From an optimization exercise on the open Yosys and OpenROAD flow, aimed at small area; shortcuts taken in it are not production practice.
No functional check of the RTL was part of any run shown here.
Power is estimated from default activity; no workload was simulated.

<file path="flow/config.mk">
export PLATFORM = sky130hd
export DESIGN_NAME = MAC
export DESIGN_NICKNAME = MAC
export VERILOG_FILES = /design/flow/design.v
export SDC_FILE = /design/flow/constraint.sdc
export NUM_CORES = 4
export LEC_CHECK = 0
export ABC_AREA = 1
export CAP_MARGIN = 20
export CORE_MARGIN = 2
export CORE_UTILIZATION = 40
export CTS_BUF_LIST = sky130_fd_sc_hd__clkbuf_8
export PLACE_DENSITY = 0.6
export SLEW_MARGIN = 20
export SYNTH_HIERARCHICAL = 1
export SYNTH_MINIMUM_KEEP_SIZE = 0
</file>
<file path="flow/constraint.sdc">
create_clock -name core_clock -period 9.0 [get_ports {clk}]
set_input_delay 1.8000 -clock core_clock [delete_from_list [all_inputs] [get_ports {clk}]]
set_output_delay 1.8000 -clock core_clock [all_outputs]
set_load 0.01 [all_outputs]
</file>
<file path="flow/design.v">
`timescale 1ns/1ps
module Delay #(
    parameter NUM_STAGES = 1,
    parameter DATA_WIDTH = 1
)(
    input  wire                  CLK,
    input  wire                  RESET_N,
    input  wire [DATA_WIDTH-1:0] DIN,
    output wire [DATA_WIDTH-1:0] DOUT
);
genvar i;
generate
if (NUM_STAGES == 0)
begin
    assign DOUT = DIN;
end
else if (NUM_STAGES > 0)
begin
    reg [NUM_STAGES*DATA_WIDTH-1:0] din_delay;
    always @(posedge CLK or negedge RESET_N)
    begin
        if(!RESET_N)
        begin
            din_delay[DATA_WIDTH-1:0] <= 0;
        end else
        begin
            din_delay[DATA_WIDTH-1:0] <= DIN;
        end
    end
    for (i=1; i<NUM_STAGES; i=i+1)
	 begin : REGISTER_STAGES
        always @(posedge CLK or negedge RESET_N )
        begin
            if(!RESET_N)
            begin
                din_delay[i*DATA_WIDTH+:DATA_WIDTH] <= 0;
            end else
            begin
                din_delay[i*DATA_WIDTH+:DATA_WIDTH] <= din_delay[(i-1)*DATA_WIDTH+:DATA_WIDTH];
            end
        end
    end
    assign DOUT = din_delay[(NUM_STAGES-1)*DATA_WIDTH+:DATA_WIDTH];
end
endgenerate
endmodule
module ADDF (
    input  a,
    input  b,
    input  c,
    output s,
    output co
);
assign {co, s} = a + b + c;
endmodule
module ADDH (
    input  a,
    input  b,
    output s,
    output co
);
assign {co, s} = a + b;
endmodule
module POPC32 (
    input  [31:0] x,
    output [4:0]  y
);
wire pc_1;
wire pc_2;
wire pc_3;
wire pc_4;
wire pc_5;
wire pc_6;
wire pc_7;
wire pc_8;
wire pc_9;
wire pc_10;
wire pc_11;
wire pc_12;
wire pc_13;
wire pc_14;
wire pc_15;
wire pc_16;
wire pc_17;
wire pc_18;
wire pc_19;
wire pc_20;
wire pc_21;
wire pc_22;
wire pc_23;
wire pc_24;
wire pc_25;
wire pc_26;
wire pc_27;
wire pc_28;
wire pc_29;
wire pc_30;
wire pc_31;
wire pc_32;
wire pc_33;
wire pc_34;
wire pc_35;
wire pc_36;
wire pc_37;
wire pc_38;
wire pc_39;
wire pc_40;
wire pc_41;
wire pc_42;
wire pc_43;
wire pc_44;
wire pc_45;
wire pc_46;
wire pc_47;
wire pc_48;
wire pc_49;
wire pc_50;
wire pc_51;
wire pc_52;
wire pc_53;
wire pc_54;
wire pc_55;
wire pc_56;
wire pc_57;
wire pc_58;
wire pc_59;
wire pc_60;
wire pc_61;
wire pc_62;
ADDF pc_f1 (.a(x[0]), .b(x[1]), .c(x[2]), .s(pc_1), .co(pc_2));
ADDF pc_f2 (.a(x[3]), .b(x[4]), .c(x[5]), .s(pc_3), .co(pc_4));
ADDF pc_f3 (.a(x[6]), .b(pc_1), .c(x[7]), .s(pc_5), .co(pc_6));
ADDF pc_f4 (.a(x[8]), .b(x[9]), .c(pc_3), .s(pc_7), .co(pc_8));
ADDF pc_f5 (.a(x[10]), .b(x[11]), .c(pc_5), .s(pc_9), .co(pc_10));
ADDF pc_f6 (.a(x[12]), .b(x[13]), .c(pc_7), .s(pc_11), .co(pc_12));
ADDF pc_f7 (.a(x[14]), .b(x[15]), .c(pc_9), .s(pc_13), .co(pc_14));
ADDF pc_f8 (.a(x[16]), .b(x[17]), .c(pc_11), .s(pc_15), .co(pc_16));
ADDF pc_f9 (.a(x[18]), .b(x[19]), .c(pc_13), .s(pc_17), .co(pc_18));
ADDF pc_f10 (.a(x[20]), .b(x[21]), .c(pc_15), .s(pc_19), .co(pc_20));
ADDF pc_f11 (.a(x[22]), .b(x[23]), .c(pc_17), .s(pc_21), .co(pc_22));
ADDF pc_f12 (.a(x[24]), .b(x[25]), .c(pc_19), .s(pc_23), .co(pc_24));
ADDF pc_f13 (.a(x[26]), .b(x[27]), .c(pc_21), .s(pc_25), .co(pc_26));
ADDF pc_f14 (.a(x[28]), .b(x[29]), .c(pc_23), .s(pc_27), .co(pc_28));
ADDF pc_f15 (.a(x[30]), .b(x[31]), .c(pc_25), .s(pc_29), .co(pc_30));
ADDH pc_h16 (.a(pc_27), .b(pc_29), .s(pc_31), .co(pc_32));
ADDF pc_f17 (.a(pc_2), .b(pc_4), .c(pc_6), .s(pc_33), .co(pc_34));
ADDF pc_f18 (.a(pc_8), .b(pc_10), .c(pc_33), .s(pc_35), .co(pc_36));
ADDF pc_f19 (.a(pc_12), .b(pc_14), .c(pc_35), .s(pc_37), .co(pc_38));
ADDF pc_f20 (.a(pc_16), .b(pc_18), .c(pc_37), .s(pc_39), .co(pc_40));
ADDF pc_f21 (.a(pc_20), .b(pc_22), .c(pc_39), .s(pc_41), .co(pc_42));
ADDF pc_f22 (.a(pc_24), .b(pc_26), .c(pc_41), .s(pc_43), .co(pc_44));
ADDF pc_f23 (.a(pc_28), .b(pc_30), .c(pc_43), .s(pc_45), .co(pc_46));
ADDH pc_h24 (.a(pc_32), .b(pc_45), .s(pc_47), .co(pc_48));
ADDF pc_f25 (.a(pc_34), .b(pc_36), .c(pc_38), .s(pc_49), .co(pc_50));
ADDF pc_f26 (.a(pc_40), .b(pc_49), .c(pc_42), .s(pc_51), .co(pc_52));
ADDF pc_f27 (.a(pc_44), .b(pc_51), .c(pc_46), .s(pc_53), .co(pc_54));
ADDH pc_h28 (.a(pc_48), .b(pc_53), .s(pc_55), .co(pc_56));
ADDF pc_f29 (.a(pc_50), .b(pc_52), .c(pc_54), .s(pc_57), .co(pc_58));
ADDH pc_h30 (.a(pc_56), .b(pc_57), .s(pc_59), .co(pc_60));
ADDH pc_h31 (.a(pc_58), .b(pc_60), .s(pc_61), .co(pc_62));
assign y = {pc_61, pc_59, pc_55, pc_47, pc_31};
endmodule
module MAC
    (
    input                                   clk     ,
    input                                   rst_n   ,
    output                                  MACMUX_Val,
    output reg [4    -1 : 0] MACMUX_Addr,
    output reg[ 32            -1 : 0] MACMUX_Psum,
    input                                   MUXMAC_Rdy,
    output                                  MACMUX_Empty,
    output                                  MACARB_ReqHelp,
    input                                   ARBMAC_Rst,
    input [ 2                       -1 : 0] PEBMAC_WeiCol,
    input [(
(8192*4*16*16/32) <= (1<<0) ? 0 : (8192*4*16*16/32) <= (1<<1) ? 1 :
(8192*4*16*16/32) <= (1<<2) ? 2 : (8192*4*16*16/32) <= (1<<3) ? 3 :
(8192*4*16*16/32) <= (1<<4) ? 4 : (8192*4*16*16/32) <= (1<<5) ? 5 :
(8192*4*16*16/32) <= (1<<6) ? 6 : (8192*4*16*16/32) <= (1<<7) ? 7 :
(8192*4*16*16/32) <= (1<<8) ? 8 : (8192*4*16*16/32) <= (1<<9) ? 9 :
(8192*4*16*16/32) <= (1<<10) ? 10 : (8192*4*16*16/32) <= (1<<11) ? 11 :
(8192*4*16*16/32) <= (1<<12) ? 12 : (8192*4*16*16/32) <= (1<<13) ? 13 :
(8192*4*16*16/32) <= (1<<14) ? 14 : (8192*4*16*16/32) <= (1<<15) ? 15 :
(8192*4*16*16/32) <= (1<<16) ? 16 : (8192*4*16*16/32) <= (1<<17) ? 17 :
(8192*4*16*16/32) <= (1<<18) ? 18 : (8192*4*16*16/32) <= (1<<19) ? 19 :
(8192*4*16*16/32) <= (1<<20) ? 20 : (8192*4*16*16/32) <= (1<<21) ? 21 :
(8192*4*16*16/32) <= (1<<22) ? 22 : (8192*4*16*16/32) <= (1<<23) ? 23 :
(8192*4*16*16/32) <= (1<<24) ? 24 : (8192*4*16*16/32) <= (1<<25) ? 25 :
(8192*4*16*16/32) <= (1<<26) ? 26 : (8192*4*16*16/32) <= (1<<27) ? 27 :
(8192*4*16*16/32) <= (1<<28) ? 28 : (8192*4*16*16/32) <= (1<<29) ? 29 :
(8192*4*16*16/32) <= (1<<30) ? 30 : (8192*4*16*16/32) <= (1<<31) ? 31 : 32)                        -1 : 0] AddrRowFlgAct,
    input [ (
(8192*4*16*16) <= (1<<0) ? 0 : (8192*4*16*16) <= (1<<1) ? 1 :
(8192*4*16*16) <= (1<<2) ? 2 : (8192*4*16*16) <= (1<<3) ? 3 :
(8192*4*16*16) <= (1<<4) ? 4 : (8192*4*16*16) <= (1<<5) ? 5 :
(8192*4*16*16) <= (1<<6) ? 6 : (8192*4*16*16) <= (1<<7) ? 7 :
(8192*4*16*16) <= (1<<8) ? 8 : (8192*4*16*16) <= (1<<9) ? 9 :
(8192*4*16*16) <= (1<<10) ? 10 : (8192*4*16*16) <= (1<<11) ? 11 :
(8192*4*16*16) <= (1<<12) ? 12 : (8192*4*16*16) <= (1<<13) ? 13 :
(8192*4*16*16) <= (1<<14) ? 14 : (8192*4*16*16) <= (1<<15) ? 15 :
(8192*4*16*16) <= (1<<16) ? 16 : (8192*4*16*16) <= (1<<17) ? 17 :
(8192*4*16*16) <= (1<<18) ? 18 : (8192*4*16*16) <= (1<<19) ? 19 :
(8192*4*16*16) <= (1<<20) ? 20 : (8192*4*16*16) <= (1<<21) ? 21 :
(8192*4*16*16) <= (1<<22) ? 22 : (8192*4*16*16) <= (1<<23) ? 23 :
(8192*4*16*16) <= (1<<24) ? 24 : (8192*4*16*16) <= (1<<25) ? 25 :
(8192*4*16*16) <= (1<<26) ? 26 : (8192*4*16*16) <= (1<<27) ? 27 :
(8192*4*16*16) <= (1<<28) ? 28 : (8192*4*16*16) <= (1<<29) ? 29 :
(8192*4*16*16) <= (1<<30) ? 30 : (8192*4*16*16) <= (1<<31) ? 31 : 32) + 6         -1 : 0] AddrRowAct,
    input [ (
(8192*4) <= (1<<0) ? 0 : (8192*4) <= (1<<1) ? 1 :
(8192*4) <= (1<<2) ? 2 : (8192*4) <= (1<<3) ? 3 :
(8192*4) <= (1<<4) ? 4 : (8192*4) <= (1<<5) ? 5 :
(8192*4) <= (1<<6) ? 6 : (8192*4) <= (1<<7) ? 7 :
(8192*4) <= (1<<8) ? 8 : (8192*4) <= (1<<9) ? 9 :
(8192*4) <= (1<<10) ? 10 : (8192*4) <= (1<<11) ? 11 :
(8192*4) <= (1<<12) ? 12 : (8192*4) <= (1<<13) ? 13 :
(8192*4) <= (1<<14) ? 14 : (8192*4) <= (1<<15) ? 15 :
(8192*4) <= (1<<16) ? 16 : (8192*4) <= (1<<17) ? 17 :
(8192*4) <= (1<<18) ? 18 : (8192*4) <= (1<<19) ? 19 :
(8192*4) <= (1<<20) ? 20 : (8192*4) <= (1<<21) ? 21 :
(8192*4) <= (1<<22) ? 22 : (8192*4) <= (1<<23) ? 23 :
(8192*4) <= (1<<24) ? 24 : (8192*4) <= (1<<25) ? 25 :
(8192*4) <= (1<<26) ? 26 : (8192*4) <= (1<<27) ? 27 :
(8192*4) <= (1<<28) ? 28 : (8192*4) <= (1<<29) ? 29 :
(8192*4) <= (1<<30) ? 30 : (8192*4) <= (1<<31) ? 31 : 32)                                    -1 : 0] AddrBlockWei,
    input [ 32            -1 : 0] MAC_FlgWei,
    input                                   MAC_FlgWei_Val,
    output                                  MAC_AddrFlgAct_Rdy,
    output reg [ (
(8192*4*16*16/32) <= (1<<0) ? 0 : (8192*4*16*16/32) <= (1<<1) ? 1 :
(8192*4*16*16/32) <= (1<<2) ? 2 : (8192*4*16*16/32) <= (1<<3) ? 3 :
(8192*4*16*16/32) <= (1<<4) ? 4 : (8192*4*16*16/32) <= (1<<5) ? 5 :
(8192*4*16*16/32) <= (1<<6) ? 6 : (8192*4*16*16/32) <= (1<<7) ? 7 :
(8192*4*16*16/32) <= (1<<8) ? 8 : (8192*4*16*16/32) <= (1<<9) ? 9 :
(8192*4*16*16/32) <= (1<<10) ? 10 : (8192*4*16*16/32) <= (1<<11) ? 11 :
(8192*4*16*16/32) <= (1<<12) ? 12 : (8192*4*16*16/32) <= (1<<13) ? 13 :
(8192*4*16*16/32) <= (1<<14) ? 14 : (8192*4*16*16/32) <= (1<<15) ? 15 :
(8192*4*16*16/32) <= (1<<16) ? 16 : (8192*4*16*16/32) <= (1<<17) ? 17 :
(8192*4*16*16/32) <= (1<<18) ? 18 : (8192*4*16*16/32) <= (1<<19) ? 19 :
(8192*4*16*16/32) <= (1<<20) ? 20 : (8192*4*16*16/32) <= (1<<21) ? 21 :
(8192*4*16*16/32) <= (1<<22) ? 22 : (8192*4*16*16/32) <= (1<<23) ? 23 :
(8192*4*16*16/32) <= (1<<24) ? 24 : (8192*4*16*16/32) <= (1<<25) ? 25 :
(8192*4*16*16/32) <= (1<<26) ? 26 : (8192*4*16*16/32) <= (1<<27) ? 27 :
(8192*4*16*16/32) <= (1<<28) ? 28 : (8192*4*16*16/32) <= (1<<29) ? 29 :
(8192*4*16*16/32) <= (1<<30) ? 30 : (8192*4*16*16/32) <= (1<<31) ? 31 : 32)-1:0] MAC_AddrFlgAct,
    input                                   MAC_FlgAct_Val,
    input [ 32            -1 : 0] MAC_FlgAct,
    output                                  MAC_AddrAct_Rdy,
    output reg[ (
(8192*4*16*16) <= (1<<0) ? 0 : (8192*4*16*16) <= (1<<1) ? 1 :
(8192*4*16*16) <= (1<<2) ? 2 : (8192*4*16*16) <= (1<<3) ? 3 :
(8192*4*16*16) <= (1<<4) ? 4 : (8192*4*16*16) <= (1<<5) ? 5 :
(8192*4*16*16) <= (1<<6) ? 6 : (8192*4*16*16) <= (1<<7) ? 7 :
(8192*4*16*16) <= (1<<8) ? 8 : (8192*4*16*16) <= (1<<9) ? 9 :
(8192*4*16*16) <= (1<<10) ? 10 : (8192*4*16*16) <= (1<<11) ? 11 :
(8192*4*16*16) <= (1<<12) ? 12 : (8192*4*16*16) <= (1<<13) ? 13 :
(8192*4*16*16) <= (1<<14) ? 14 : (8192*4*16*16) <= (1<<15) ? 15 :
(8192*4*16*16) <= (1<<16) ? 16 : (8192*4*16*16) <= (1<<17) ? 17 :
(8192*4*16*16) <= (1<<18) ? 18 : (8192*4*16*16) <= (1<<19) ? 19 :
(8192*4*16*16) <= (1<<20) ? 20 : (8192*4*16*16) <= (1<<21) ? 21 :
(8192*4*16*16) <= (1<<22) ? 22 : (8192*4*16*16) <= (1<<23) ? 23 :
(8192*4*16*16) <= (1<<24) ? 24 : (8192*4*16*16) <= (1<<25) ? 25 :
(8192*4*16*16) <= (1<<26) ? 26 : (8192*4*16*16) <= (1<<27) ? 27 :
(8192*4*16*16) <= (1<<28) ? 28 : (8192*4*16*16) <= (1<<29) ? 29 :
(8192*4*16*16) <= (1<<30) ? 30 : (8192*4*16*16) <= (1<<31) ? 31 : 32) + 6     -1 : 0] MAC_AddrAct,
    input                                   MAC_Act_Val,
    input [ 8             -1 : 0] MAC_Act,
    output                                  MAC_AddrWei_Rdy,
    output reg[ (
(8192*4) <= (1<<0) ? 0 : (8192*4) <= (1<<1) ? 1 :
(8192*4) <= (1<<2) ? 2 : (8192*4) <= (1<<3) ? 3 :
(8192*4) <= (1<<4) ? 4 : (8192*4) <= (1<<5) ? 5 :
(8192*4) <= (1<<6) ? 6 : (8192*4) <= (1<<7) ? 7 :
(8192*4) <= (1<<8) ? 8 : (8192*4) <= (1<<9) ? 9 :
(8192*4) <= (1<<10) ? 10 : (8192*4) <= (1<<11) ? 11 :
(8192*4) <= (1<<12) ? 12 : (8192*4) <= (1<<13) ? 13 :
(8192*4) <= (1<<14) ? 14 : (8192*4) <= (1<<15) ? 15 :
(8192*4) <= (1<<16) ? 16 : (8192*4) <= (1<<17) ? 17 :
(8192*4) <= (1<<18) ? 18 : (8192*4) <= (1<<19) ? 19 :
(8192*4) <= (1<<20) ? 20 : (8192*4) <= (1<<21) ? 21 :
(8192*4) <= (1<<22) ? 22 : (8192*4) <= (1<<23) ? 23 :
(8192*4) <= (1<<24) ? 24 : (8192*4) <= (1<<25) ? 25 :
(8192*4) <= (1<<26) ? 26 : (8192*4) <= (1<<27) ? 27 :
(8192*4) <= (1<<28) ? 28 : (8192*4) <= (1<<29) ? 29 :
(8192*4) <= (1<<30) ? 30 : (8192*4) <= (1<<31) ? 31 : 32)     -1 : 0] MAC_AddrWei,
    input                                   MAC_Wei_Val,
    input [ 8             -1 : 0] MAC_Wei
);
localparam IDLE    = 2'd0;
localparam WAITFLG = 2'd1;
localparam COMP    = 2'd2;
localparam WAITMUX = 2'd3;
reg  [1:0]  state;
reg  [1:0]  next_state;
reg         state_req;
reg         MAC_Empty;
reg  [1:0]  wei_col;         
reg         cnt_any;         
reg         MAC_Addr_val;
reg         fnh;             
reg         OffAct_nz;       
reg         OffWei_nz;
reg  [31:0] nActFlag, nWeiFlag;
wire [31:0] ActFlag = ~nActFlag;
wire [31:0] WeiFlag = ~nWeiFlag;
reg         MACAW_ValOffset;
reg         MAC_Fnh;
reg  [4:0]  MACAW_OffsetAct;
reg  [4:0]  MACAW_OffsetWei;
wire comp     = state == COMP;
wire data_val = MAC_Wei_Val & MAC_Act_Val;
wire en_mac   = MAC_Addr_val & data_val & ~fnh;
wire pipe     = comp & (~MAC_Addr_val | data_val);
wire MAC_FnhRow = (MACMUX_Addr == 4'd0 - {2'b00, wei_col}) & cnt_any & MAC_Fnh;
wire val_comp = cnt_any & (MACMUX_Addr != 4'd0) & (MACMUX_Addr != 4'd15);
wire done     = (~val_comp & en_mac) | ~MAC_Addr_val;
wire MAC_Sta  = (state == WAITFLG) & MAC_FlgWei_Val & MAC_FlgAct_Val;
always @(*) begin
    case (state)
        IDLE    : next_state = ARBMAC_Rst ? WAITFLG : IDLE;
        WAITFLG : next_state = (MAC_FlgWei_Val & MAC_FlgAct_Val) ? COMP : WAITFLG;
        COMP    : if (MAC_Fnh & done)
                      next_state = MAC_FnhRow ? IDLE : WAITFLG;
                  else if (MAC_Fnh & val_comp & en_mac)
                      next_state = WAITMUX;
                  else
                      next_state = COMP;
        default : next_state = MUXMAC_Rdy ? (MAC_FnhRow ? IDLE : WAITFLG) : WAITMUX;
    endcase
end
always @(posedge clk or negedge rst_n) begin
    if (!rst_n) state <= IDLE;
    else        state <= next_state;
end
assign MAC_AddrFlgAct_Rdy = state == WAITFLG;
assign MACMUX_Val   = (state == WAITMUX) & ~MUXMAC_Rdy;
assign MACMUX_Empty = state == IDLE;
wire next_state_req = state_req ? ~MAC_Empty : ARBMAC_Rst;
always @(posedge clk or negedge rst_n) begin
    if (!rst_n) state_req <= 1'b0;
    else        state_req <= next_state_req;
end
assign MACARB_ReqHelp = ~rst_n | ~next_state_req;
always @(posedge clk) begin
    MAC_Empty <= (next_state == IDLE) & (state != IDLE);
end
wire [17:0] flg_inc;
INCR #(.W(18)) u_inc_flg (.a(MAC_AddrFlgAct), .ci(MAC_Sta), .y(flg_inc));
always @(posedge clk or negedge rst_n) begin
    if (!rst_n)          MAC_AddrFlgAct <= 0;
    else if (ARBMAC_Rst) MAC_AddrFlgAct <= AddrRowFlgAct;
    else                 MAC_AddrFlgAct <= flg_inc;
end
always @(posedge clk) begin
    if (ARBMAC_Rst) begin
        wei_col <= PEBMAC_WeiCol;
        cnt_any <= 1'b0;
    end else if (MAC_Sta) begin
        cnt_any <= 1'b1;
    end
end
wire [3:0] addr_inc;
INCR #(.W(4)) u_inc_addr (.a(MACMUX_Addr), .ci(MAC_Sta), .y(addr_inc));
always @(posedge clk or negedge rst_n) begin
    if (!rst_n)          MACMUX_Addr <= 0;
    else if (ARBMAC_Rst) MACMUX_Addr <= 4'd0 - PEBMAC_WeiCol;
    else                 MACMUX_Addr <= addr_inc;
end
wire        ld_act = ARBMAC_Rst;
wire [28:0] act_sum;
ADDR5 #(.W(29)) u_add_act (
    .x  (ld_act ? AddrRowAct : MAC_AddrAct),
    .y  ({5{ld_act}} | ({5{pipe}} & MACAW_OffsetAct)),
    .yh (ld_act),
    .s  (act_sum)
);
always @(posedge clk or negedge rst_n) begin
    if (!rst_n) MAC_AddrAct <= 0;
    else        MAC_AddrAct <= act_sum;
end
wire        ld_wei = ARBMAC_Rst | MAC_Sta;
wire [14:0] wei_sum;
ADDR5 #(.W(15)) u_add_wei (
    .x  (ld_wei ? AddrBlockWei : MAC_AddrWei),
    .y  ({5{ld_wei}} | ({5{pipe}} & MACAW_OffsetWei)),
    .yh (ld_wei),
    .s  (wei_sum)
);
always @(posedge clk or negedge rst_n) begin
    if (!rst_n) MAC_AddrWei <= 0;
    else        MAC_AddrWei <= wei_sum;
end
always @(posedge clk or negedge rst_n) begin
    if (!rst_n)                     MAC_Addr_val <= 1'b0;
    else if (ARBMAC_Rst | MAC_Sta)  MAC_Addr_val <= 1'b0;
    else if (pipe)                  MAC_Addr_val <= MACAW_ValOffset;
end
always @(posedge clk) begin
    if (ARBMAC_Rst | MAC_Sta) fnh <= 1'b1;
    else if (pipe)            fnh <= MAC_Fnh;
end
always @(posedge clk) begin
    if (pipe) begin
        OffAct_nz <= |MACAW_OffsetAct;
        OffWei_nz <= |MACAW_OffsetWei;
    end
end
assign MAC_AddrAct_Rdy = MAC_Addr_val & OffAct_nz;
assign MAC_AddrWei_Rdy = MAC_Addr_val & OffWei_nz;
wire [32:0] S;
assign S[0] = 1'b0;
genvar i;
generate
    for (i = 0; i < 32; i = i + 1) begin : g_s
        assign S[i+1] = S[i] | (ActFlag[i] & WeiFlag[i]);
    end
endgenerate
wire        wf   = state == WAITFLG;
wire [31:0] keep = (S[31:0] | {32{~pipe}}) & {32{~wf}};
wire [4:0]  Offset_Act, Offset_Wei;
POPC32 u_pa (.x(ActFlag & ~S[31:0]), .y(Offset_Act));
POPC32 u_pw (.x(WeiFlag & ~S[31:0]), .y(Offset_Wei));
always @(posedge clk) begin
    nActFlag <= ~(({32{wf}} & MAC_FlgAct) | (keep & ActFlag));
    nWeiFlag <= ~(({32{wf}} & MAC_FlgWei) | (keep & WeiFlag));
end
always @(posedge clk) begin
    if (wf) begin
        MACAW_ValOffset <= 1'b0;
        MAC_Fnh         <= 1'b0;
    end else if (pipe) begin
        MACAW_ValOffset <= (|ActFlag) | (|WeiFlag);
        MAC_Fnh         <= ~S[32];
    end
end
always @(posedge clk or negedge rst_n) begin
    if (!rst_n) begin
        MACAW_OffsetAct <= 0;
        MACAW_OffsetWei <= 0;
    end else if (pipe) begin
        MACAW_OffsetAct <= Offset_Act;
        MACAW_OffsetWei <= Offset_Wei;
    end
end
wire [31:0] psum_sum;
MACC8 u_macc (
    .a (MAC_Act & {8{en_mac}}),
    .w (MAC_Wei),
    .p (MACMUX_Psum),
    .y (psum_sum)
);
always @(posedge clk or negedge rst_n) begin
    if (!rst_n) MACMUX_Psum <= 0;
    else        MACMUX_Psum <= psum_sum & {32{~MAC_Sta}};
end
endmodule
module INCR #(parameter W = 4) (
    input  [W-1:0] a,
    input          ci,
    output [W-1:0] y
);
wire [W:0] c;
assign c[0] = ci;
genvar k;
generate
    for (k = 0; k < W; k = k + 1) begin : g
        ADDH u (.a(a[k]), .b(c[k]), .s(y[k]), .co(c[k+1]));
    end
endgenerate
endmodule
module ADDR5 #(parameter W = 15) (
    input  [W-1:0] x,
    input  [4:0]   y,
    input          yh,
    output [W-1:0] s
);
wire [5:0] c;
assign c[0] = 1'b0;
genvar k;
generate
    for (k = 0; k < 5; k = k + 1) begin : g_lo
        if (k == 0)
            ADDH u (.a(x[k]), .b(y[k]), .s(s[k]), .co(c[k+1]));
        else
            ADDF u (.a(x[k]), .b(y[k]), .c(c[k]), .s(s[k]), .co(c[k+1]));
    end
endgenerate
wire [W:5] t;
assign t[5] = c[5] ^ yh;
generate
    for (k = 5; k < W; k = k + 1) begin : g_hi
        assign t[k+1] = t[k] & (x[k] ^ yh);
        assign s[k]   = x[k] ^ t[k];
    end
endgenerate
endmodule
module MACC8 (
    input  [7:0]  a,
    input  [7:0]  w,
    input  [31:0] p,
    output [31:0] y
);
wire mc_1;
wire mc_2;
wire mc_3;
wire mc_4;
wire mc_5;
wire mc_6;
wire mc_7;
wire mc_8;
wire mc_9;
wire mc_10;
wire mc_11;
wire mc_12;
wire mc_13;
wire mc_14;
wire mc_15;
wire mc_16;
wire mc_17;
wire mc_18;
wire mc_19;
wire mc_20;
wire mc_21;
wire mc_22;
wire mc_23;
wire mc_24;
wire mc_25;
wire mc_26;
wire mc_27;
wire mc_28;
wire mc_29;
wire mc_30;
wire mc_31;
wire mc_32;
wire mc_33;
wire mc_34;
wire mc_35;
wire mc_36;
wire mc_37;
wire mc_38;
wire mc_39;
wire mc_40;
wire mc_41;
wire mc_42;
wire mc_43;
wire mc_44;
wire mc_45;
wire mc_46;
wire mc_47;
wire mc_48;
wire mc_49;
wire mc_50;
wire mc_51;
wire mc_52;
wire mc_53;
wire mc_54;
wire mc_55;
wire mc_56;
wire mc_57;
wire mc_58;
wire mc_59;
wire mc_60;
wire mc_61;
wire mc_62;
wire mc_63;
wire mc_64;
wire mc_65;
wire mc_66;
wire mc_67;
wire mc_68;
wire mc_69;
wire mc_70;
wire mc_71;
wire mc_72;
wire mc_73;
wire mc_74;
wire mc_75;
wire mc_76;
wire mc_77;
wire mc_78;
wire mc_79;
wire mc_80;
wire mc_81;
wire mc_82;
wire mc_83;
wire mc_84;
wire mc_85;
wire mc_86;
wire mc_87;
wire mc_88;
wire mc_89;
wire mc_90;
wire mc_91;
wire mc_92;
wire mc_93;
wire mc_94;
wire mc_95;
wire mc_96;
wire mc_97;
wire mc_98;
wire mc_99;
wire mc_100;
wire mc_101;
wire mc_102;
wire mc_103;
wire mc_104;
wire mc_105;
wire mc_106;
wire mc_107;
wire mc_108;
wire mc_109;
wire mc_110;
wire mc_111;
wire mc_112;
wire mc_113;
wire mc_114;
wire mc_115;
wire mc_116;
wire mc_117;
wire mc_118;
wire mc_119;
wire mc_120;
wire mc_121;
wire mc_122;
wire mc_123;
wire mc_124;
wire mc_125;
wire mc_126;
wire mc_127;
wire mc_128;
wire mc_129;
wire mc_130;
wire mc_131;
wire mc_132;
wire mc_133;
wire mc_134;
wire mc_135;
wire mc_136;
wire mc_137;
wire mc_138;
wire mc_139;
wire mc_140;
wire mc_141;
wire mc_142;
wire mc_143;
wire mc_144;
wire mc_145;
wire mc_146;
wire mc_147;
wire mc_148;
wire mc_149;
wire mc_150;
wire mc_151;
wire mc_152;
wire mc_153;
wire mc_154;
wire mc_155;
wire mc_156;
wire mc_157;
wire mc_158;
wire mc_159;
wire mc_160;
wire mc_161;
wire mc_162;
wire mc_163;
wire mc_164;
wire mc_165;
wire mc_166;
wire mc_167;
wire mc_168;
wire mc_169;
wire mc_170;
wire mc_171;
wire mc_172;
wire mc_173;
wire mc_174;
wire mc_175;
wire mc_176;
wire mc_177;
wire mc_178;
wire mc_179;
wire mc_180;
wire mc_181;
wire mc_182;
wire mc_183;
wire mc_184;
wire mc_185;
wire mc_186;
wire mc_187;
wire mc_188;
wire mc_189;
wire mc_190;
wire mc_191;
wire mc_192;
wire mc_193;
wire mc_194;
wire mc_195;
wire mc_196;
wire mc_197;
wire mc_198;
wire mc_199;
wire mc_200;
wire mc_201;
wire mc_202;
wire mc_203;
wire mc_204;
wire mc_205;
wire mc_206;
wire mc_207;
wire mc_208;
wire mc_209;
wire mc_210;
wire mc_211;
wire mc_212;
wire mc_213;
wire mc_214;
wire mc_215;
wire mc_216;
wire mc_217;
wire mc_218;
wire mc_219;
wire mc_220;
wire mc_221;
wire mc_222;
assign mc_1 = a[0] & w[0];
assign mc_2 = a[0] & w[1];
assign mc_3 = a[0] & w[2];
assign mc_4 = a[0] & w[3];
assign mc_5 = a[0] & w[4];
assign mc_6 = a[0] & w[5];
assign mc_7 = a[0] & w[6];
assign mc_8 = ~(a[0] & w[7]);
assign mc_9 = a[1] & w[0];
assign mc_10 = a[1] & w[1];
assign mc_11 = a[1] & w[2];
assign mc_12 = a[1] & w[3];
assign mc_13 = a[1] & w[4];
assign mc_14 = a[1] & w[5];
assign mc_15 = a[1] & w[6];
assign mc_16 = ~(a[1] & w[7]);
assign mc_17 = a[2] & w[0];
assign mc_18 = a[2] & w[1];
assign mc_19 = a[2] & w[2];
assign mc_20 = a[2] & w[3];
assign mc_21 = a[2] & w[4];
assign mc_22 = a[2] & w[5];
assign mc_23 = a[2] & w[6];
assign mc_24 = ~(a[2] & w[7]);
assign mc_25 = a[3] & w[0];
assign mc_26 = a[3] & w[1];
assign mc_27 = a[3] & w[2];
assign mc_28 = a[3] & w[3];
assign mc_29 = a[3] & w[4];
assign mc_30 = a[3] & w[5];
assign mc_31 = a[3] & w[6];
assign mc_32 = ~(a[3] & w[7]);
assign mc_33 = a[4] & w[0];
assign mc_34 = a[4] & w[1];
assign mc_35 = a[4] & w[2];
assign mc_36 = a[4] & w[3];
assign mc_37 = a[4] & w[4];
assign mc_38 = a[4] & w[5];
assign mc_39 = a[4] & w[6];
assign mc_40 = ~(a[4] & w[7]);
assign mc_41 = a[5] & w[0];
assign mc_42 = a[5] & w[1];
assign mc_43 = a[5] & w[2];
assign mc_44 = a[5] & w[3];
assign mc_45 = a[5] & w[4];
assign mc_46 = a[5] & w[5];
assign mc_47 = a[5] & w[6];
assign mc_48 = ~(a[5] & w[7]);
assign mc_49 = a[6] & w[0];
assign mc_50 = a[6] & w[1];
assign mc_51 = a[6] & w[2];
assign mc_52 = a[6] & w[3];
assign mc_53 = a[6] & w[4];
assign mc_54 = a[6] & w[5];
assign mc_55 = a[6] & w[6];
assign mc_56 = ~(a[6] & w[7]);
assign mc_57 = ~(a[7] & w[0]);
assign mc_58 = ~(a[7] & w[1]);
assign mc_59 = ~(a[7] & w[2]);
assign mc_60 = ~(a[7] & w[3]);
assign mc_61 = ~(a[7] & w[4]);
assign mc_62 = ~(a[7] & w[5]);
assign mc_63 = ~(a[7] & w[6]);
assign mc_64 = a[7] & w[7];
ADDF mc_f1 (.a(p[1]), .b(mc_2), .c(mc_9), .s(mc_65), .co(mc_66));
ADDF mc_f2 (.a(p[2]), .b(mc_3), .c(mc_10), .s(mc_67), .co(mc_68));
ADDF mc_f3 (.a(mc_17), .b(mc_66), .c(mc_67), .s(mc_69), .co(mc_70));
ADDF mc_f4 (.a(p[3]), .b(mc_4), .c(mc_11), .s(mc_71), .co(mc_72));
ADDF mc_f5 (.a(mc_18), .b(mc_25), .c(mc_68), .s(mc_73), .co(mc_74));
ADDF mc_f6 (.a(mc_71), .b(mc_70), .c(mc_73), .s(mc_75), .co(mc_76));
ADDF mc_f7 (.a(p[4]), .b(mc_5), .c(mc_12), .s(mc_77), .co(mc_78));
ADDF mc_f8 (.a(mc_19), .b(mc_26), .c(mc_33), .s(mc_79), .co(mc_80));
ADDF mc_f9 (.a(mc_72), .b(mc_77), .c(mc_79), .s(mc_81), .co(mc_82));
ADDF mc_f10 (.a(mc_74), .b(mc_81), .c(mc_76), .s(mc_83), .co(mc_84));
ADDF mc_f11 (.a(p[5]), .b(mc_6), .c(mc_13), .s(mc_85), .co(mc_86));
ADDF mc_f12 (.a(mc_20), .b(mc_27), .c(mc_34), .s(mc_87), .co(mc_88));
ADDF mc_f13 (.a(mc_41), .b(mc_78), .c(mc_80), .s(mc_89), .co(mc_90));
ADDF mc_f14 (.a(mc_85), .b(mc_87), .c(mc_82), .s(mc_91), .co(mc_92));
ADDF mc_f15 (.a(mc_89), .b(mc_91), .c(mc_84), .s(mc_93), .co(mc_94));
ADDF mc_f16 (.a(p[6]), .b(mc_7), .c(mc_14), .s(mc_95), .co(mc_96));
ADDF mc_f17 (.a(mc_21), .b(mc_28), .c(mc_35), .s(mc_97), .co(mc_98));
ADDF mc_f18 (.a(mc_42), .b(mc_49), .c(mc_86), .s(mc_99), .co(mc_100));
ADDF mc_f19 (.a(mc_88), .b(mc_95), .c(mc_97), .s(mc_101), .co(mc_102));
ADDF mc_f20 (.a(mc_90), .b(mc_99), .c(mc_101), .s(mc_103), .co(mc_104));
ADDF mc_f21 (.a(mc_92), .b(mc_103), .c(mc_94), .s(mc_105), .co(mc_106));
ADDF mc_f22 (.a(p[7]), .b(mc_8), .c(mc_15), .s(mc_107), .co(mc_108));
ADDF mc_f23 (.a(mc_22), .b(mc_29), .c(mc_36), .s(mc_109), .co(mc_110));
ADDF mc_f24 (.a(mc_43), .b(mc_50), .c(mc_57), .s(mc_111), .co(mc_112));
ADDF mc_f25 (.a(mc_96), .b(mc_98), .c(mc_107), .s(mc_113), .co(mc_114));
ADDF mc_f26 (.a(mc_109), .b(mc_111), .c(mc_100), .s(mc_115), .co(mc_116));
ADDF mc_f27 (.a(mc_102), .b(mc_113), .c(mc_115), .s(mc_117), .co(mc_118));
ADDF mc_f28 (.a(mc_104), .b(mc_117), .c(mc_106), .s(mc_119), .co(mc_120));
assign mc_121 = ~(p[8] ^ mc_16);
assign mc_122 = p[8] | mc_16;
ADDF mc_f29 (.a(mc_23), .b(mc_30), .c(mc_37), .s(mc_123), .co(mc_124));
ADDF mc_f30 (.a(mc_44), .b(mc_51), .c(mc_58), .s(mc_125), .co(mc_126));
ADDF mc_f31 (.a(mc_108), .b(mc_110), .c(mc_112), .s(mc_127), .co(mc_128));
ADDF mc_f32 (.a(mc_121), .b(mc_123), .c(mc_125), .s(mc_129), .co(mc_130));
ADDF mc_f33 (.a(mc_114), .b(mc_127), .c(mc_129), .s(mc_131), .co(mc_132));
ADDF mc_f34 (.a(mc_116), .b(mc_131), .c(mc_118), .s(mc_133), .co(mc_134));
ADDF mc_f35 (.a(p[9]), .b(mc_24), .c(mc_31), .s(mc_135), .co(mc_136));
ADDF mc_f36 (.a(mc_38), .b(mc_45), .c(mc_52), .s(mc_137), .co(mc_138));
ADDF mc_f37 (.a(mc_59), .b(mc_122), .c(mc_124), .s(mc_139), .co(mc_140));
ADDF mc_f38 (.a(mc_126), .b(mc_135), .c(mc_137), .s(mc_141), .co(mc_142));
ADDF mc_f39 (.a(mc_128), .b(mc_130), .c(mc_139), .s(mc_143), .co(mc_144));
ADDF mc_f40 (.a(mc_141), .b(mc_132), .c(mc_143), .s(mc_145), .co(mc_146));
ADDF mc_f41 (.a(p[10]), .b(mc_32), .c(mc_39), .s(mc_147), .co(mc_148));
ADDF mc_f42 (.a(mc_46), .b(mc_53), .c(mc_60), .s(mc_149), .co(mc_150));
ADDF mc_f43 (.a(mc_136), .b(mc_138), .c(mc_147), .s(mc_151), .co(mc_152));
ADDF mc_f44 (.a(mc_149), .b(mc_140), .c(mc_142), .s(mc_153), .co(mc_154));
ADDF mc_f45 (.a(mc_151), .b(mc_144), .c(mc_153), .s(mc_155), .co(mc_156));
ADDF mc_f46 (.a(p[11]), .b(mc_40), .c(mc_47), .s(mc_157), .co(mc_158));
ADDF mc_f47 (.a(mc_54), .b(mc_61), .c(mc_148), .s(mc_159), .co(mc_160));
ADDF mc_f48 (.a(mc_150), .b(mc_157), .c(mc_152), .s(mc_161), .co(mc_162));
ADDF mc_f49 (.a(mc_159), .b(mc_154), .c(mc_161), .s(mc_163), .co(mc_164));
ADDF mc_f50 (.a(p[12]), .b(mc_48), .c(mc_55), .s(mc_165), .co(mc_166));
ADDF mc_f51 (.a(mc_62), .b(mc_158), .c(mc_165), .s(mc_167), .co(mc_168));
ADDF mc_f52 (.a(mc_160), .b(mc_167), .c(mc_162), .s(mc_169), .co(mc_170));
ADDF mc_f53 (.a(p[13]), .b(mc_56), .c(mc_63), .s(mc_171), .co(mc_172));
ADDF mc_f54 (.a(mc_166), .b(mc_171), .c(mc_168), .s(mc_173), .co(mc_174));
ADDF mc_f55 (.a(p[14]), .b(mc_64), .c(mc_172), .s(mc_175), .co(mc_176));
assign mc_177 = ~(p[15] ^ mc_176);
assign mc_178 = p[15] | mc_176;
ADDH mc_h56 (.a(mc_1), .b(p[0]), .s(mc_179), .co(mc_180));
ADDH mc_h57 (.a(mc_65), .b(mc_180), .s(mc_181), .co(mc_182));
ADDH mc_h58 (.a(mc_69), .b(mc_182), .s(mc_183), .co(mc_184));
ADDH mc_h59 (.a(mc_75), .b(mc_184), .s(mc_185), .co(mc_186));
ADDH mc_h60 (.a(mc_83), .b(mc_186), .s(mc_187), .co(mc_188));
ADDH mc_h61 (.a(mc_93), .b(mc_188), .s(mc_189), .co(mc_190));
ADDH mc_h62 (.a(mc_105), .b(mc_190), .s(mc_191), .co(mc_192));
ADDH mc_h63 (.a(mc_119), .b(mc_192), .s(mc_193), .co(mc_194));
ADDF mc_f64 (.a(mc_120), .b(mc_133), .c(mc_194), .s(mc_195), .co(mc_196));
ADDF mc_f65 (.a(mc_134), .b(mc_145), .c(mc_196), .s(mc_197), .co(mc_198));
ADDF mc_f66 (.a(mc_146), .b(mc_155), .c(mc_198), .s(mc_199), .co(mc_200));
ADDF mc_f67 (.a(mc_156), .b(mc_163), .c(mc_200), .s(mc_201), .co(mc_202));
ADDF mc_f68 (.a(mc_164), .b(mc_169), .c(mc_202), .s(mc_203), .co(mc_204));
ADDH mc_h69 (.a(mc_170), .b(mc_173), .s(mc_205), .co(mc_206));
ADDF mc_f70 (.a(mc_174), .b(mc_175), .c(mc_206), .s(mc_207), .co(mc_208));
ADDH mc_h71 (.a(mc_177), .b(mc_208), .s(mc_209), .co(mc_210));
assign mc_211 = ~(mc_170 ^ mc_173);
assign mc_212 = mc_170 | mc_173;
ADDF mc_f72 (.a(mc_174), .b(mc_175), .c(mc_212), .s(mc_213), .co(mc_214));
ADDH mc_h73 (.a(mc_177), .b(mc_214), .s(mc_215), .co(mc_216));
assign mc_217 = mc_204 ? mc_211 : mc_205;
assign mc_218 = mc_204 ? mc_213 : mc_207;
assign mc_219 = mc_204 ? mc_215 : mc_209;
assign mc_220 = mc_204 ? mc_216 : mc_210;
assign mc_221 = mc_178 & mc_220;
assign mc_222 = ~(mc_178 | mc_220);
wire [16:0] ones, zeros;
assign ones[0] = 1'b1;
assign zeros[0] = 1'b1;
genvar k;
generate for (k = 0; k < 16; k = k + 1) begin : g_hi
    assign ones[k+1]  = ones[k] & p[16+k];
    assign zeros[k+1] = zeros[k] & ~p[16+k];
    assign y[16+k] = p[16+k] ^ ((mc_221 & ones[k]) | (mc_222 & zeros[k]));
end endgenerate
assign y[15:0] = {mc_219, mc_218, mc_217, mc_203, mc_201, mc_199, mc_197, mc_195, mc_193, mc_191, mc_189, mc_187, mc_185, mc_183, mc_181, mc_179};
endmodule
</file>
<file path="flow/flow/run.sh">
#!/bin/bash
# Layout flow: the standard flow (standard.sh), with two changes.
# 1. After the standard synthesis, the combinational logic of the netlist is
#    mapped again by ABC for area (amap, twice). Registers, full and half adders and
#    tie cells are kept as they are (same instances, names and cell types).
#    The new netlist is proven equivalent to the standard one with Yosys
#    (equiv_make / equiv_simple / equiv_induct); if that proof fails the
#    standard netlist is kept.
# 2. Port buffers are buf_1 cells; clock tree: clkbuf_8, no dummy loads;
#    after synthesis the buffers buf_4 and larger are not used (smaller
#    buffers instead), on top of the platform's own dont-use list.
# Each tool writes its full output to a log_*.log file in this folder.
set -euo pipefail
export BUFFER_PORTS_ARGS="-buffer_cell sky130_fd_sc_hd__buf_1"
export CTS_ARGS="-sink_clustering_enable -repair_clock_nets -buf_list sky130_fd_sc_hd__clkbuf_8 -dont_use_dummy_load"
YOSYS=$FLOW_HOME/../tools/install/yosys/bin/yosys
R=orfs/results/$FLOW_PLATFORM/MAC/base
LIB=$FLOW_HOME/platforms/$FLOW_PLATFORM/lib/sky130_fd_sc_hd__tt_025C_1v80.lib

bash standard.sh synth > log_1_standard_synth.log 2>&1
cp $R/1_2_yosys.v flow_standard.v

KEEP=$(grep -o 'sky130_fd_sc_hd__\(fa\|ha\|df\|edf\|sdf\|dl\|conb\)[a-z0-9_]*' flow_standard.v | sort -u | tr '\n' ' ')
DONT=$(grep -o 'cell *( *"\?sky130_fd_sc_hd__\(lpflow\|probe\)[a-z0-9_]*' $LIB | sed 's/.*(\s*"\?//' | sort -u | sed 's/^/-dont_use /' | tr '\n' ' ')
printf 'strash\ndch -f\namap\nstrash\ndch -f\namap\n' > remap.abc
cat > remap.ys <<EOF
read_liberty -ignore_miss_func $LIB
read_verilog flow_standard.v
hierarchy -top $FLOW_TOP
setattr -mod -set keep_hierarchy 1 $KEEP
flatten
opt_clean
abc -liberty $LIB -script remap.abc $DONT
opt_clean -purge
hilomap -singleton -hicell sky130_fd_sc_hd__conb_1 HI -locell sky130_fd_sc_hd__conb_1 LO
insbuf -buf sky130_fd_sc_hd__buf_1 A X
splitnets
opt_clean -purge
stat -liberty $LIB
write_verilog -noattr -noexpr -nohex -nodec -selected flow_remap_all.v
EOF
$YOSYS -l log_2_remap.log -q -s remap.ys > /dev/null 2>&1
awk -v top="$FLOW_TOP" '$1=="module" && $2 ~ "^"top"[ (]*" {on=1} on {print} on && /^endmodule/ {on=0}' flow_remap_all.v > flow_remap.v

cat > equiv.ys <<EOF
read_liberty -ignore_miss_func $LIB
read_verilog flow_standard.v
rename $FLOW_TOP gold
read_verilog flow_remap.v
rename $FLOW_TOP gate
flatten gold gate
async2sync
opt_clean
equiv_make gold gate equiv
equiv_simple -undef
equiv_induct -undef
equiv_status -assert
EOF
if $YOSYS -l log_3_equiv.log -q -s equiv.ys > /dev/null 2>&1; then
  echo "remapped netlist proven equivalent; using it"
  cp flow_remap.v $R/1_2_yosys.v
else
  echo "equivalence proof failed; keeping the standard netlist"
fi
touch $R/1_2_yosys.v
bash standard.sh synth > log_4_synth_odb.log 2>&1
PLAT_DONT=$(sed -n '/^export DONT_USE_CELLS/,/^#/p' $FLOW_HOME/platforms/$FLOW_PLATFORM/config.mk | grep -o 'sky130_fd_sc_hd__[a-z0-9_]*' | tr '\n' ' ')
MORE="sky130_fd_sc_hd__buf_4 sky130_fd_sc_hd__buf_6 sky130_fd_sc_hd__buf_8 sky130_fd_sc_hd__buf_12 sky130_fd_sc_hd__buf_16 sky130_fd_sc_hd__bufbuf_8 sky130_fd_sc_hd__bufbuf_16"
bash standard.sh "DONT_USE_CELLS=$PLAT_DONT $MORE" finish > log_5_finish.log 2>&1
</file>
<file path="flow/standard.sh">
#!/bin/bash
# synth_recipe.tcl (not shown) runs the flow's synth.tcl, then flattens the netlist and writes it again
# the make line also repeats each setting of config.mk as NAME=value (left out here)
make -C /OpenROAD-flow-scripts/flow DESIGN_CONFIG=/design/flow/config.mk WORK_HOME=/design/flow/orfs CLKGATE_MAP_FILE= SYNTH_SCRIPT=/design/flow/synth_recipe.tcl "${@:-finish}"
</file>
==> results of run 1 <==
==> repair_timing <==
item,4_1_cts,5_1_grt
endpoints found under the hold margin,0,0
setup endpoints to repair,2,10
cloned,0,0
setup buffers,3,12
pin swaps,6,50
resized for setup,9,40
==> worst max path at each step <==
stage / start / end / slack, ns / cells after the start
4_1_cts: MAC_Wei_Val / MACMUX_Psum[31] / 0.02 / 37
2_1_floorplan: MAC_Act_Val / MACMUX_Psum[31] / -0.40 / 36
6_report: MAC_Act_Val / MACMUX_Psum[30] / -0.08 / 41
3_3_place_gp: MAC_Act_Val / MACMUX_Psum[31] / -0.47 / 37
5_1_grt: MAC_Act_Val / MACMUX_Psum[30] / -0.39 / 39
3_5_place_dp: MAC_Wei_Val / MACMUX_Psum[31] / -0.61 / 37
==> metrics by stage <==
stage / total power, mW / cell area, sq um / utilization
finish: 4.766 / 13770 / 0.4772
floorplan: 3.429 / 11900 / -
detailed placement: 4.281 / 13280 / 0.4602
global route: 5.308 / 13760 / 0.4770
CTS: 4.754 / 13550 / 0.4695
global placement: 4.220 / 13280 / 0.4601
==> worst max-delay path: cells and delay by family <==
family / cells / cell delay, ns
adders and majority gates: 14 / 4.99
AOI/OAI and AO/OA: 1 / 0.08
and+or+nand+nor: 19 / 1.78
buffers and inverters: 7 / 0.76
==> cells in the final DEF (no fill, tap or decap), types with 12 or more instances in the layout <==
| master | count |
|---|---|
| a21oi_1 | 85 |
| a22o_1 | 29 |
| a22oi_1 | 19 |
| buf_1 | 281 |
| buf_2 | 50 |
| clkbuf_8 | 17 |
| clkinv_1 | 95 |
| dfrtp_1 | 112 |
| dfxtp_1 | 69 |
| fa_1 | 111 |
| ha_1 | 49 |
| nand2_1 | 48 |
| nand3_1 | 18 |
| nand4_1 | 14 |
| nor2_1 | 265 |
| nor2_2 | 12 |
| nor2b_1 | 18 |
| o21ai_0 | 85 |
| o221ai_1 | 19 |
| o22ai_1 | 30 |
==> sequential cells by signal, summed over array words and instances (netlist names), 2 cells and up <==
signal / flops
MACMUX_Psum: 32
nActFlag: 32
nWeiFlag: 32
MAC_AddrAct: 29
MAC_AddrFlgAct: 18
MAC_AddrWei: 15
MACAW_OffsetAct: 5
MACAW_OffsetWei: 5
MACMUX_Addr: 4
state: 2
wei_col: 2
==> area by class of cell <==
cell class,count,share of cell area
flip-flops and latches,185,0.3126
multi-input cells,904,0.5075
well taps,384,0.03489
repair buffers,337,0.1000
clock buffers,17,0.01699
inverters,99,0.02744
diodes,3,0.0005452
==> per-layer routing <==
| layer | wire length (um) | up-vias |
|---|---|---|
| met2 | 15250 | 273 |
| met5 | 27 | - |
| met3 | 1722 | 50 |
| li1 | - | 4816 |
| met1 | 13990 | 4757 |
| met4 | 913 | 4 |
==> report_power, final <==
part / total [mW] / internal (mW) / switching, mW
Clock: 0.445 / 0.168 / 0.277
Sequential: 1.41 / 1.14 / 0.278
Combinational: 2.91 / 1.26 / 1.64
==> notes.md, run 1 <==
* Run status: complete, but fails checks
- In the global route stage, met3 resource usage came out at 0.04481.
* Final setup violation count: 2
- Critical path peak fanout: 4
- After the flow finishes, the layout carries non-filler instances totaling 1929.
- The multi-input combinational cells in the finished layout cover a total of 0.006988 sq mm.
- Clock tree root buffer cell: clkbuf_8
- In this run the most critical hold path is launched from cnt_any.
- # nets final: 1870
- The layer flagged by global routing as most heavily used is met2.
- Net count of the mapped netlist: 1612
- For hold timing, the worst endpoint is cnt_any.
- For the worst setup path, the data arrival time is 9.44 ns.
- Cell with the largest stage delay on the worst path: fa_1
- The detailed router finished its first iteration with 625 violations.
- The die covers 0.03084 sq mm.
- Critical path start-end classification: in -> reg
- Once routing completed, OpenROAD measured the worst setup slack at -0.08113 ns.
* Peak ir drop on the vdd network: 0.2377 mV
- Worst slack at placement: -0.6108 ns
- Final clock skew: 0.03312 ns
* # H-tree levels: 4
- Global-route met2 utilization: 0.3392
- Clk sinks: 185
* Final Critical Period: 9.081 ns
- Across every metal layer, demand over resource in global routing totals 0.2104.
- The final number of max-transition violations is 0.
* Share of layout cells above drive strength 1: 0.08366
* Synthesized area per cell: 9.159 sq um
- The longest clock path from root to sink contains 2 buffers.
- The first TritonRoute pass finished after 5 iterations.
- For this run the aggregate overflow at the end of global routing stands at 0.
* Post-synth design cell area: 0.01178 sq mm
- Summing over every cut layer, the via total after detailed routing is 9900.
* Max-slew headroom: 0.3342
* Mean routed wirelength per cell: 16.54 um
- Setup repair after global routing could not meet its margin everywhere.
- Final hold violation count: 0
- Crit path launch type: primary input
* Detail Route Antenna Nets: 0
- Dividing the detail-routed via count by the number of cells gives 5.132.
* Ports: 256
- In this run, post-CTS hold repair placed 0 buffers.
* FF-to-FF setup slack: 0.72 ns
- Synthesis produced 1286 cells.
* Worst R2R Path Depth: 38
- Cell row count: 62
* Placed cell count: 1894
- R2r endpoint: MACMUX_Psum[30]
* Placer's final routability congestion estimate: 0.8929
- Category of the worst setup path capture point: flip-flop
- Based on the critical path, the design can be clocked at up to 0.1101 GHz.
- Total Routed Length: 31900 um
* Required time at the endpoint of the critical path: 9.36 ns
- Slew @ Worst Pin: 0.9987 ns
- Entering global routing, the biggest net connects 40 pins.
- In this run the worst hold path is classified as reg -> reg.
- For this run, global-route usage on met1 was measured as 0.2822.
* Reasons for failing layout checks: setup timing
- Setup TNS: -0.1437 ns
* Startpoint of the most critical register-to-register path: MAC_Addr_val
- On the worst path, the slowest cell contributes a delay of 0.47 ns.
* Register Area: 0.004304 sq mm
* Count of unresolved DRC violations after routing: 0
* MaxCap Viol Count: 0
- Antenna violations before repair: 5
- Clock insertion delay at the later pin of the skew report: 0.46 ns
- Clock-pin slew was measured on the worst setup and hold paths at 0.08 ns.
- Among the stages of the critical path, the cell type that occurs most often is fa_2.
- The via count of the first global-routing pass was 9909.
- Detailed-placement wirelength estimate: 25290 um
- The worst hold path was traced through 2 stages.
* CTS tree: done
* Power per cell area: 346.1 mW/mm^2
- Clock tree synthesis inserted a total of 17 buffers.
- Die extent in y: 175.6 um
- Final worst path period share: 1.009
- Initial core utilization: 0.4082
- For this design the static power due to leakage is 5.738 nW.
- Buffers placed on the I/O ports in this run total 255.
* Yosys synthesis warning count: 7
- Counting the fill cells in the layout gives 2881.
* Die width: 175.6 um
* Global-route wire length before repair: 51090 um
- The region available for standard cell placement spans 0.02886 sq mm.
- Hold_ws: 0.4573 ns
- Compared with the post-synthesis result, the final layout area differs by 16.90%.
==> run 2: changes to the inputs <==
--- a/flow/design.v
+++ b/flow/design.v
@@ -722,6 +722,9 @@
 wire mc_220;
 wire mc_221;
 wire mc_222;
+wire mc_223;
+wire mc_224;
+wire mc_225;
 assign mc_1 = a[0] & w[0];
 assign mc_2 = a[0] & w[1];
 assign mc_3 = a[0] & w[2];
@@ -857,20 +860,22 @@
 ADDF mc_f65 (.a(mc_134), .b(mc_145), .c(mc_196), .s(mc_197), .co(mc_198));
 ADDF mc_f66 (.a(mc_146), .b(mc_155), .c(mc_198), .s(mc_199), .co(mc_200));
 ADDF mc_f67 (.a(mc_156), .b(mc_163), .c(mc_200), .s(mc_201), .co(mc_202));
-ADDF mc_f68 (.a(mc_164), .b(mc_169), .c(mc_202), .s(mc_203), .co(mc_204));
-ADDH mc_h69 (.a(mc_170), .b(mc_173), .s(mc_205), .co(mc_206));
+ADDH mc_h68 (.a(mc_164), .b(mc_169), .s(mc_203), .co(mc_204));
+ADDF mc_f69 (.a(mc_170), .b(mc_173), .c(mc_204), .s(mc_205), .co(mc_206));
 ADDF mc_f70 (.a(mc_174), .b(mc_175), .c(mc_206), .s(mc_207), .co(mc_208));
 ADDH mc_h71 (.a(mc_177), .b(mc_208), .s(mc_209), .co(mc_210));
-assign mc_211 = ~(mc_170 ^ mc_173);
-assign mc_212 = mc_170 | mc_173;
-ADDF mc_f72 (.a(mc_174), .b(mc_175), .c(mc_212), .s(mc_213), .co(mc_214));
-ADDH mc_h73 (.a(mc_177), .b(mc_214), .s(mc_215), .co(mc_216));
-assign mc_217 = mc_204 ? mc_211 : mc_205;
-assign mc_218 = mc_204 ? mc_213 : mc_207;
-assign mc_219 = mc_204 ? mc_215 : mc_209;
-assign mc_220 = mc_204 ? mc_216 : mc_210;
-assign mc_221 = mc_178 & mc_220;
-assign mc_222 = ~(mc_178 | mc_220);
+assign mc_211 = ~(mc_164 ^ mc_169);
+assign mc_212 = mc_164 | mc_169;
+ADDF mc_f72 (.a(mc_170), .b(mc_173), .c(mc_212), .s(mc_213), .co(mc_214));
+ADDF mc_f73 (.a(mc_174), .b(mc_175), .c(mc_214), .s(mc_215), .co(mc_216));
+ADDH mc_h74 (.a(mc_177), .b(mc_216), .s(mc_217), .co(mc_218));
+assign mc_219 = mc_202 ? mc_211 : mc_203;
+assign mc_220 = mc_202 ? mc_213 : mc_205;
+assign mc_221 = mc_202 ? mc_215 : mc_207;
+assign mc_222 = mc_202 ? mc_217 : mc_209;
+assign mc_223 = mc_202 ? mc_218 : mc_210;
+assign mc_224 = mc_178 & mc_223;
+assign mc_225 = ~(mc_178 | mc_223);
 wire [16:0] ones, zeros;
 assign ones[0] = 1'b1;
 assign zeros[0] = 1'b1;
@@ -878,7 +883,7 @@
 generate for (k = 0; k < 16; k = k + 1) begin : g_hi
     assign ones[k+1]  = ones[k] & p[16+k];
     assign zeros[k+1] = zeros[k] & ~p[16+k];
-    assign y[16+k] = p[16+k] ^ ((mc_221 & ones[k]) | (mc_222 & zeros[k]));
+    assign y[16+k] = p[16+k] ^ ((mc_224 & ones[k]) | (mc_225 & zeros[k]));
 end endgenerate
-assign y[15:0] = {mc_219, mc_218, mc_217, mc_203, mc_201, mc_199, mc_197, mc_195, mc_193, mc_191, mc_189, mc_187, mc_185, mc_183, mc_181, mc_179};
+assign y[15:0] = {mc_222, mc_221, mc_220, mc_219, mc_201, mc_199, mc_197, mc_195, mc_193, mc_191, mc_189, mc_187, mc_185, mc_183, mc_181, mc_179};
 endmodule
==> run 2 against run 1 <==
  * Now clean on timing, DRC and antenna
  * Synthesized cell count grew 0.54%
  * Core utilization is 1.1 points lower
  * Critical path depth is 7 lower
  * Power shrank 3.5%
  * Register-to-register slack gained 0.14 ns
  * Largest cell class unchanged
  * Largest power group unchanged
==> notes.md, run 2 <==
- Run status: complete, no violations (was complete, but fails checks)
* Die Area: 0.03093 sq mm (was 0.03084 sq mm)
- The vertical die dimension was 175.9 um (was 175.6 um).
- Cell with the largest stage delay on the worst path: fa_1 (unchanged)
* Maximum clock insertion buffer count: 2 (unchanged)
- The delay of the slowest critical-path stage was 0.45 ns (was 0.47 ns).
- The growth of design area from synthesis to finish is 13.94% (was 16.90%).
- Clock insertion delay at the later pin of the skew report: 0.48 ns (was 0.46 ns)
* Final hold violation count: 0 (unchanged)
- The required time at the worst-slack endpoint is 9.36 ns (about the same).
* Commonest non-fill, non-tap cell in the layout: buf_1 (unchanged)
- Slew @ Worst Pin: 1.044 ns (was 0.9987 ns)
- CTS tree: done (unchanged)
- The total grt overflow is 0 (unchanged).
* Total Routed Length: 31450 um (was 31900 um)
- The setup TNS came to 0 ns (was -0.1437 ns).
- The leakage component of the power is 5.567 nW (was 5.738 nW).
- Net count of the mapped netlist: 1620 (was 1612)
* Initial core utilization: 0.4094 (was 0.4082)
* # H-tree levels: 4 (unchanged)
- Post-synth design cell area: 0.01181 sq mm (was 0.01178 sq mm)
* Final worst path period share: 0.9536 (was 1.009)
- The global routing usage summed across all routing layers was 0.2077 (was 0.2104).
- Internal power component: 2.473 mW (was 2.568 mW)
- Critical path start-end classification: in -> reg (unchanged)
* Commonest cells after routing, fill and taps aside: buf_1, nor2_1, fa_1 (was buf_1, nor2_1, dfrtp_1)
- Final clock skew: 0.03512 ns (was 0.03312 ns)
- Count of mapped cells out of synthesis: 1293 (was 1286)
* Die width: 175.9 um (was 175.6 um)
- Type of the worst min-delay path: reg -> reg (unchanged)
* Largest regs: MACMUX_Psum: 32 flops, nActFlag: 32 flops, nWeiFlag: 32 flops (unchanged)
* Category of the worst setup path capture point: flip-flop (unchanged)
- Detailed-placement wirelength estimate: 25270 um (was 25290 um)
* Fraction of power consumed by combinational cells: 0.597 (was 0.610)
- The via count of the first global-routing pass came to 9716 (was 9909).
* Unrepaired setup endpoints after global routing: no (was yes)
* Power consumption: 4.602 mW (was 4.766 mW)
- The final routed DRC violation total is 0 (unchanged).
* Cell row count: 62 (unchanged)
- The detailed-route vias per instance came to 5.151 (was 5.132).
- First drt pass iteration count: 5 (unchanged)
- Seq pwr share: 0.308 (was 0.297)
- The number of nets in the layout was 1845 (was 1870).
- The clock power share was 0.095 (was 0.093).
- The pin count of the biggest net entering global routing came to 43 (was 40).
* Switching share of power: 0.4625 (was 0.4613)
- The maximum fanout along the worst path is 6 (was 4).
- Max-slew headroom: 0.3040 (was 0.3342)
* Placer's final routability congestion estimate: 0.9013 (was 0.8929)
* Synthesized area per cell: 9.137 sq um (was 9.159 sq um)
- The top-level I/O count was 256 (unchanged).
* Crit path launch type: primary input (unchanged)
* Clock tree root buffer cell: clkbuf_8 (unchanged)
- Max Fclk: 0.1165 GHz (was 0.1101 GHz)
- Total core area: 0.02886 sq mm (unchanged)
* Most common cell on crit path: fa_2 (unchanged)
* Number of DRC markers after the initial detailed-route iteration: 485 (was 625)
- The share of post-route cells with drive strength above 1 was 0.04420 (was 0.08366).
- The number of CTS-inserted buffers came to 17 (unchanged).
* Clock-pin slew of the registers on the worst-case setup and hold paths: 0.08 ns (about the same)
* Global-route wire length before repair: 50480 um (was 51090 um)
* MaxCap Viol Count: 0 (unchanged)
- The count of hold-fix buffers inserted at cts is 0 (unchanged).
- The power per unit of standard cell area came to 341.9 mW/mm^2 (was 346.1 mW/mm^2).
- Clk sinks: 185 (unchanged)
* Mean routed wirelength per cell: 16.54 um (about the same)
- The final number of max-transition violations came to 0 (unchanged).
* Final Critical Period: 8.583 ns (was 9.081 ns)
* Detail Route Antenna Nets: 0 (unchanged)
- Antenna violations before repair: 5 (unchanged)
- Yosys synthesis warning count: 7 (unchanged)
- Hold_ws: 0.4413 ns (was 0.4573 ns)
- IO buf count: 255 (unchanged)
* Reported net switching power: 2.128 mW (was 2.198 mW)
- Worst path arrival time: 8.94 ns (was 9.44 ns)
- Vias: 9793 (was 9900)
- The total of endpoints with negative setup slack in the final report came to 0 (was 2).
- The maximum vdd ir drop came to 0.2004 mV (was 0.2377 mV).
==> run 2: power by group through the flow <==
stage | sequential [mW] | combinational [mW] | clock (mW)
6_report | 1.42 | 2.74 | 0.439
5_1_grt | 1.46 | 3.19 | 0.489
4_1_cts | 1.41 | 2.77 | 0.458
3_5_place_dp | 1.42 | 2.75 | 0
3_3_place_gp | 1.42 | 2.69 | 0
2_1_floorplan | 1.33 | 2.04 | 0
==> run 2: final cells by class <==
class,instances,area (sq um)
fillers,2880,15400
multi-input cells,915,6919
flip-flops and latches,185,4304
repair buffers,304,1162
well taps,384,480.5
inverters,95,357.8
clock buffers,17,234.0
diodes,1,2.502
==> run 2: per-layer routing <==
| layer | up-vias | part of all wire | track usage |
|---|---|---|---|
| met5 | - | 0.0015 | 0 |
| met1 | 4696 | 0.44 | 0.2751 |
| met2 | 250 | 0.47 | 0.3396 |
| met3 | 51 | 0.059 | 0.04784 |
| li1 | 4788 | - | - |
| met4 | 8 | 0.025 | 0.06405 |
==> run 2: repair_timing <==
item | CTS | global route
gates resized for setup | 0 | 12
endpoints found under the setup margin | 0 | 7
setup buffers | 0 | 3
==> run 2: through the flow <==
step                cell area (sq um)  worst slack (ns)    util  instances
floorplan                       11900           0.02985       -       1293
global placement                13170          0.006169  0.4563       1880
detailed placement              13170           -0.1466  0.4563       1880
CTS                             13400            0.3460  0.4644       1897
global route                    13460         0.0004947  0.4664       1900
finish                          13460            0.4174  0.4664       1901
==> run 2: path summary, 6_finish.rpt <==
| path | slack, ns | endpoint | cells past startpoint | startpoint |
|---|---|---|---|---|
| min in group asynchronous | 1.28 | MACMUX_Psum[21] | 1 | rst_n |
| worst min-delay path | 0.44 | state_req | 1 | MAC_Empty |
| max in group asynchronous | 5.21 | MACAW_OffsetWei[0] | 4 | rst_n |
| worst max register to register | 0.86 | MACAW_OffsetAct[4] | 34 | nWeiFlag[0] |
| worst max-delay path | 0.42 | MACMUX_Psum[27] | 34 | MAC_Act_Val |
| worst min register to register | 0.44 | state_req | 1 | MAC_Empty |
==> run 2: critical path: cells and delay by family <==
family / cells / cell delay, ns
buffers and inverters: 5 / 0.43
AOI/OAI and AO/OA: 2 / 0.32
adders and majority gates: 13 / 4.49
and+or+nand+nor: 14 / 1.90

-- port drivers added, routing unchanged --
No port has a modelled driver above. Below, the same layouts with a new extraction and two added sets of constraints. Step 1 (the two cells are an assumption about what drives the block):
set clk [get_ports {clk}]
set_driving_cell -lib_cell sky130_fd_sc_hd__clkbuf_16 $clk
set_driving_cell -lib_cell sky130_fd_sc_hd__buf_2 [delete_from_list [all_inputs] $clk]
Step 2 also shifts input and output timing later by t, the mid clock arrival at the registers, as if the neighbouring blocks saw the same clock. a / b / c = ideal / step 1 / step 2; a / b = the first two.
run | shift t [ns] | setup slack, ns | clock arrival spread, ns | slew at the worst register clock pin (ns) | cell pins on the clock port's net
run 1 | 0.493 | -0.081 / -0.142 / -0.636 | 0.034 / 0.033 | 0.11 / 0.11 | 1
run 2 | 0.502 | 0.417 / 0.437 / -0.065 | 0.039 / 0.039 | 0.11 / 0.11 | 1
Met with ideal ports but missed after step 2: setup timing in run 2. For run 1, which loses most, drivers alone change the setup slack by -0.061 ns; drivers and shift together by -0.555 ns.
